Context: an optimization exercise on an open-source flow, tuned for small area. The choices shown serve that exercise and are no tape-out recipe. In this exercise RTL edits were held to simulation tests only and were not proved equivalent to the original. The clock port is modelled as an ideal driver; clocking choices that lean on that would not hold on a real chip. No activity file was given, so power comes from the tool's default toggle rates.

==> flow/design.v <==
module cpu (
    input  [31:0] pc_rtvec,
    output [13:0] itcm_ram_addr,
    input  [31:0] itcm_ram_dout,
    output        dtcm_ram_we,
    output [13:0] dtcm_ram_addr,
    output [31:0] dtcm_ram_din,
    output [3:0]  dtcm_ram_wem,
    input  [31:0] dtcm_ram_dout,
    input         clk,
    input         rst_n
);
    wire [31:0] ins = itcm_ram_dout;
    reg  [2:0] ph;       
    reg        pass2;    
    reg        init;     
    wire ph0 = (ph == 3'd0);
    wire ph7 = (ph == 3'd7);
    wire o6 = ins[6], o5 = ins[5], o4 = ins[4], o3 = ins[3], o2 = ins[2];
    wire [2:0] f3 = ins[14:12];
    wire is_bxx   = o6 & ~o2;
    wire is_jal   = o6 & o3;
    wire is_jalr  = o6 & o2 & ~o3;
    wire is_load  = ~o6 & ~o5 & ~o4;
    wire is_store = ~o6 & o5 & ~o4;
    wire is_alu   = ~o6 & o4 & ~o2;      
    wire is_op    = is_alu & o5;
    wire is_u     = ~o6 & o4 & o2;       
    wire is_lui   = is_u & o5;
    wire is_auipc = is_u & ~o5;
    wire is_shift = is_alu & (f3[1:0] == 2'b01);
    wire is_slt   = is_alu & (f3[2:1] == 2'b01);
    wire is_jump  = o6 & o2;             
    wire last = ph7 & (init | pass2);
    always @(posedge clk or negedge rst_n)
        if (!rst_n) begin
            ph    <= 3'd0;
            pass2 <= 1'b0;
            init  <= 1'b1;
        end else begin
            ph <= ph + 3'd1;
            if (ph7) begin
                init  <= 1'b0;
                pass2 <= ~pass2 & ~init;
            end
        end
    wire [4:0] rs1 = ins[19:15];
    wire [4:0] rs2 = ins[24:20];
    wire [4:0] rd  = ins[11:7];
    wire       rd_we;
    wire [3:0] rd_wd;
    wire [3:0] rf_head [0:31];
    assign rf_head[0] = 4'd0;
    genvar g;
    generate
        for (g = 1; g < 32; g = g + 1) begin : rf
            reg  [31:0] r;
            wire        wen = rd_we & (rd == g);
            always @(posedge clk)
                r <= {(wen ? rd_wd : r[3:0]), r[31:4]};
            assign rf_head[g] = r[3:0];
        end
    endgenerate
    wire [3:0] ra = rf_head[rs1];
    wire [3:0] rb = rf_head[rs2];
    reg  [31:0] pcr;
    wire [3:0]  pch = pcr[3:0];
    wire fsb = is_store | is_bxx;
    wire sgn31 = ins[31];
    reg [3:0] imm_nib;
    always @* begin
        case (ph)
            3'd0: imm_nib = is_u ? 4'd0 : {(fsb ? ins[10:8] : ins[23:21]),
                                           (is_store ? ins[7] : (ins[20] & ~is_bxx & ~is_jal))};
            3'd1: imm_nib = is_u ? 4'd0 : {ins[27:25], (fsb ? ins[11] : ins[24])};
            3'd2: imm_nib = is_u ? 4'd0 : {(is_bxx ? ins[7] : is_jal ? ins[20] : sgn31), ins[30:28]};
            3'd3: imm_nib = (is_u | is_jal) ? ins[15:12] : {4{sgn31}};
            3'd4: imm_nib = (is_u | is_jal) ? ins[19:16] : {4{sgn31}};
            3'd5: imm_nib = is_u ? ins[23:20] : {4{sgn31}};
            3'd6: imm_nib = is_u ? ins[27:24] : {4{sgn31}};
            default: imm_nib = is_u ? ins[31:28] : {4{sgn31}};
        endcase
    end
    reg        cy;       
    reg        cmp;      
    wire a_pc   = pass2 | is_jal | is_auipc;
    wire a_zero = is_lui | is_shift;
    wire b_reg  = ~pass2 & (is_op | is_bxx);
    wire sub    = ~pass2 & ((is_op & (f3 == 3'b000) & ins[30]) | is_slt | is_bxx |
                            (is_shift & ~f3[2]));
    wire b_four = pass2 & ~(is_bxx & cmp);
    wire [3:0] opa = a_pc ? pch : (a_zero ? 4'd0 : ra);
    wire [3:0] opb = b_reg ? rb : b_four ? {1'b0, ph0, 2'b00} : imm_nib;
    wire [3:0] opbx = opb ^ {4{sub}};
    wire       cin = ph0 ? sub : cy;
    wire [4:0] sum = {1'b0, opa} + {1'b0, opbx} + {4'd0, cin};
    wire [3:0] alu_res = (is_alu & f3[2]) ?
                         (f3[1] ? (f3[0] ? (opa & opb) : (opa | opb)) : (opa ^ opb)) :
                         sum[3:0];
    wire eq   = (ph0 | cmp) & (sum[3:0] == 4'd0);
    wire ltu  = ~sum[4];
    wire lts  = (opa[3] ^ opb[3]) ? opa[3] : ~sum[4];
    wire uns  = is_bxx ? f3[1] : f3[0];
    wire lres = uns ? ltu : lts;
    wire cmpres = is_bxx ? ((f3[2] ? lres : eq) ^ f3[0]) : lres;
    always @(posedge clk) begin
        cy   <= sum[4];
        if (~pass2) cmp <= ph7 ? cmpres : eq;
    end
    reg [15:0] dreg;
    always @(posedge clk)
        if (~pass2 & ~ph[2]) dreg <= {sum[3:0], dreg[15:4]};
    wire [1:0] off = dreg[1:0];
    reg [31:0] sreg;
    always @(posedge clk)
        sreg <= {(o6 ? sum[3:0] : o4 ? ra : rb), sreg[31:4]};
    reg sgn;
    wire [2:0] li = ph + {off, 1'b0};
    wire [3:0] ldnib = dtcm_ram_dout[{li, 2'b00} +: 4];
    wire sgn_ld = pass2 & is_load & ((ph == 3'd1 & f3[1:0] == 2'b00) | (ph == 3'd3 & f3[1:0] == 2'b01));
    always @(posedge clk)
        if ((ph7 & ~pass2) | sgn_ld) sgn <= pass2 ? ldnib[3] : ra[3];
    wire lfill = (f3[1:0] == 2'b00 & ph >= 3'd2) | (f3[1:0] == 2'b01 & ph >= 3'd4);
    wire [3:0] ldres = lfill ? {4{sgn & ~f3[2]}} : ldnib;
    wire [4:0] rot    = dreg[4:0];
    wire       shr    = f3[2] | (rot == 5'd0);
    wire [2:0] ta     = rot[4:2];
    wire [1:0] tb     = rot[1:0];
    wire [35:0] taps  = {ra, sreg[31:4]};
    wire [3:0] tap    = taps[{ta, 2'b00} +: 4];
    wire       wrapped = pass2 & (ta >= ~ph);
    wire       fillb  = f3[2] & ins[30] & sgn;
    wire [3:0] tapm   = (shr ? wrapped : ~wrapped) ? {4{fillb}} : tap;
    reg  [3:0] sp;
    always @(posedge clk) sp <= tapm;
    wire [7:0] funnel = {tapm, sp};
    wire [3:0] shres  = funnel[tb +: 4];
    wire wr1 = (is_alu & ~is_shift & ~is_slt) | is_u;
    wire wr2 = is_slt | is_shift | is_load | is_jump;
    assign rd_we = ~init & (pass2 ? wr2 : wr1);      
    assign rd_wd = pass2 ? (is_load  ? ldres :
                            is_shift ? shres :
                            o6       ? sum[3:0] :
                                       {3'd0, cmp & ph0}) :
                           alu_res;
    wire [3:0] vec_nib = pc_rtvec[{ph, 2'b00} +: 4];
    wire [3:0] tgt = {sreg[3:1], sreg[0] & ~(is_jalr & ph0)};
    wire [3:0] pc_in = init  ? vec_nib :
                       pass2 ? (is_jump ? tgt : sum[3:0]) :
                               pch;
    always @(posedge clk)
        pcr <= {pc_in, pcr[31:4]};
    reg [13:0] areg;
    assign itcm_ram_addr = last ? pcr[19:6] : areg;
    always @(posedge clk)
        areg <= itcm_ram_addr;
    wire [2:0] wph = 3'd0 - {off, 1'b0};
    assign dtcm_ram_we   = ~init & pass2 & is_store & (ph == wph);
    assign dtcm_ram_addr = dreg[15:2];
    assign dtcm_ram_din  = sreg;
    assign dtcm_ram_wem  = f3[1] ? 4'b1111 :
                           f3[0] ? (off[1] ? 4'b1100 : 4'b0011) :
                                   (4'b0001 << off);
endmodule
clock: 20.0 ns
lec_check: 0
abc_clock_period_in_ps: 10000
cap_margin: 20
core_margin: 2
core_utilization: 55
slew_margin: 20
standard.sh (not shown) runs the stock make flow with config.mk's settings and CLKGATE_MAP_FILE= SYNTH_SCRIPT=/design/flow/synth_recipe.tcl, a recipe that flattens the netlist after the stock synthesis.
==> flow/flow/run.sh <==
#!/bin/bash
# Layout flow: the standard ORFS flow (standard.sh) with these changes
#  - synthesis: ORFS's own synth.tcl, but logic is mapped by an area-oriented
#    ABC script; the flow synthesizes once with each flow/abc*.script (in
#    cand/NAME, several at a time) and keeps the script whose netlist has the
#    smallest cell area. Full/half-adder cell extraction and the Kogge-Stone
#    adder map are off (plain logic is smaller). Registers are mapped exactly
#    as in the standard synthesis (ABC only maps combinational logic).
#  - every port gets the smallest buffer (buf_1)
#  - the clock tree uses clkbuf_8 leaves in clusters of 20 and no dummy loads;
#    after CTS, flow/post_cts.tcl gives each clock buffer the smallest size
#    that keeps every flip-flop clock-pin slew under 112 ps and the hold slack
#    over 0.15 ns (estimated)
# Each ORFS step writes its full log under orfs/logs/ (cand/NAME/logs/ for the
# trial syntheses); make's output is in flow.log and synth_NAME.log, and the
# trial areas in synth_areas.txt.
set -euo pipefail
HERE=$(pwd)
export HERE
export FLOW_FLOW_DIR=$HERE/flow
export BUFFER_PORTS_ARGS="-buffer_cell sky130_fd_sc_hd__buf_1"
export CTS_ARGS="-sink_clustering_enable -repair_clock_nets -dont_use_dummy_load -buf_list ${CTS_BUFS:-sky130_fd_sc_hd__clkbuf_8} -sink_clustering_size ${CTS_SIZE:-20} -sink_clustering_max_diameter ${CTS_DIAM:-60}"
export POST_CTS_TCL=$HERE/flow/post_cts.tcl
export CLK_SLEW_LIMIT_NS=${CLK_SLEW_LIMIT_NS:-0.112}
export SYN="SYNTH_SCRIPT=$HERE/flow/synth.tcl ADDER_MAP_FILE= SYNTH_OPERATIONS_ARGS=-noshare"

trial() {
  local n
  n=$(basename "$1" .script)
  if FLOW_ABC_SCRIPT=$HERE/$1 bash standard.sh $SYN WORK_HOME=$HERE/cand/$n synth > synth_$n.log 2>&1; then
    echo "$n $(grep -m1 'Chip area for module' cand/$n/reports/*/cpu/base/synth_stat.txt | awk '{print $NF}')"
  fi
}
export -f trial
ls flow/abc*.script | xargs -P 4 -I{} bash -c 'trial {}' | sort -k2 -g > synth_areas.txt
best=$(head -1 synth_areas.txt | awk '{print $1}')
echo "best $best" >> synth_areas.txt
export FLOW_ABC_SCRIPT=$HERE/flow/$best.script
bash standard.sh $SYN finish > flow.log 2>&1
Other scripts of this flow, unchanged in this note and not shown: flow/flow/abc01.script, flow/flow/abc02.script, flow/flow/abc03.script, flow/flow/abc04.script, flow/flow/abc05.script, flow/flow/abc06.script, flow/flow/abc07.script, flow/flow/abc08.script, flow/flow/abc09.script, flow/flow/abc10.script, flow/flow/abc11.script, flow/flow/abc12.script, flow/flow/abc13.script, flow/flow/abc14.script, flow/flow/abc15.script, flow/flow/abc16.script, flow/flow/abc17.script, flow/flow/abc18.script, flow/flow/abc19.script, flow/flow/abc20.script, flow/flow/abc21.script, flow/flow/abc22.script, flow/flow/abc23.script, flow/flow/abc24.script, flow/flow/post_cts.tcl, flow/flow/synth.tcl
The starting point finished with timing, DRC and antenna clean.
Rerun with:
Settings changed: CORE_UTILIZATION 55 to 50.
Effect:
- The new run went through all stages and came out clean
- total power climbs by 1.3%
- global-route usage went down by 1.8 points
- final cell count is higher by 1.1%
- combinational power hardly moves
- clock-buffer cell count is unchanged
- via count went up by 0.39%

==> what the ideal ports hide <==
How much do the figures lean on ideal ports? The routed layouts below were timed once more, with nothing changed but the port constraints.
Step 1 assumes that a clkbuf_16 drives the clock port and a buf_2 every other input.
Step 2 times the ports against the registers' clock, not the clock port: input delays grow and output delays shrink by t, the midpoint of the rising clock arrivals with the driver on.
Three values: ideal, step 1, step 2; two values: the first two.
run	shift t [ns]	setup WS [ns]	worst setup path at the end	slew at the worst register clock pin (ns)
the first run	1.518	10.738 / 10.700 / 9.277	input to register	0.12 / 0.12
the second run	1.489	10.522 / 10.481 / 9.426	input to register	0.11 / 0.11
After both steps setup and hold are still met in every run listed. The setup slack of the first run, which loses most, moves by -0.038 ns with the drivers and by -1.461 ns with both steps.
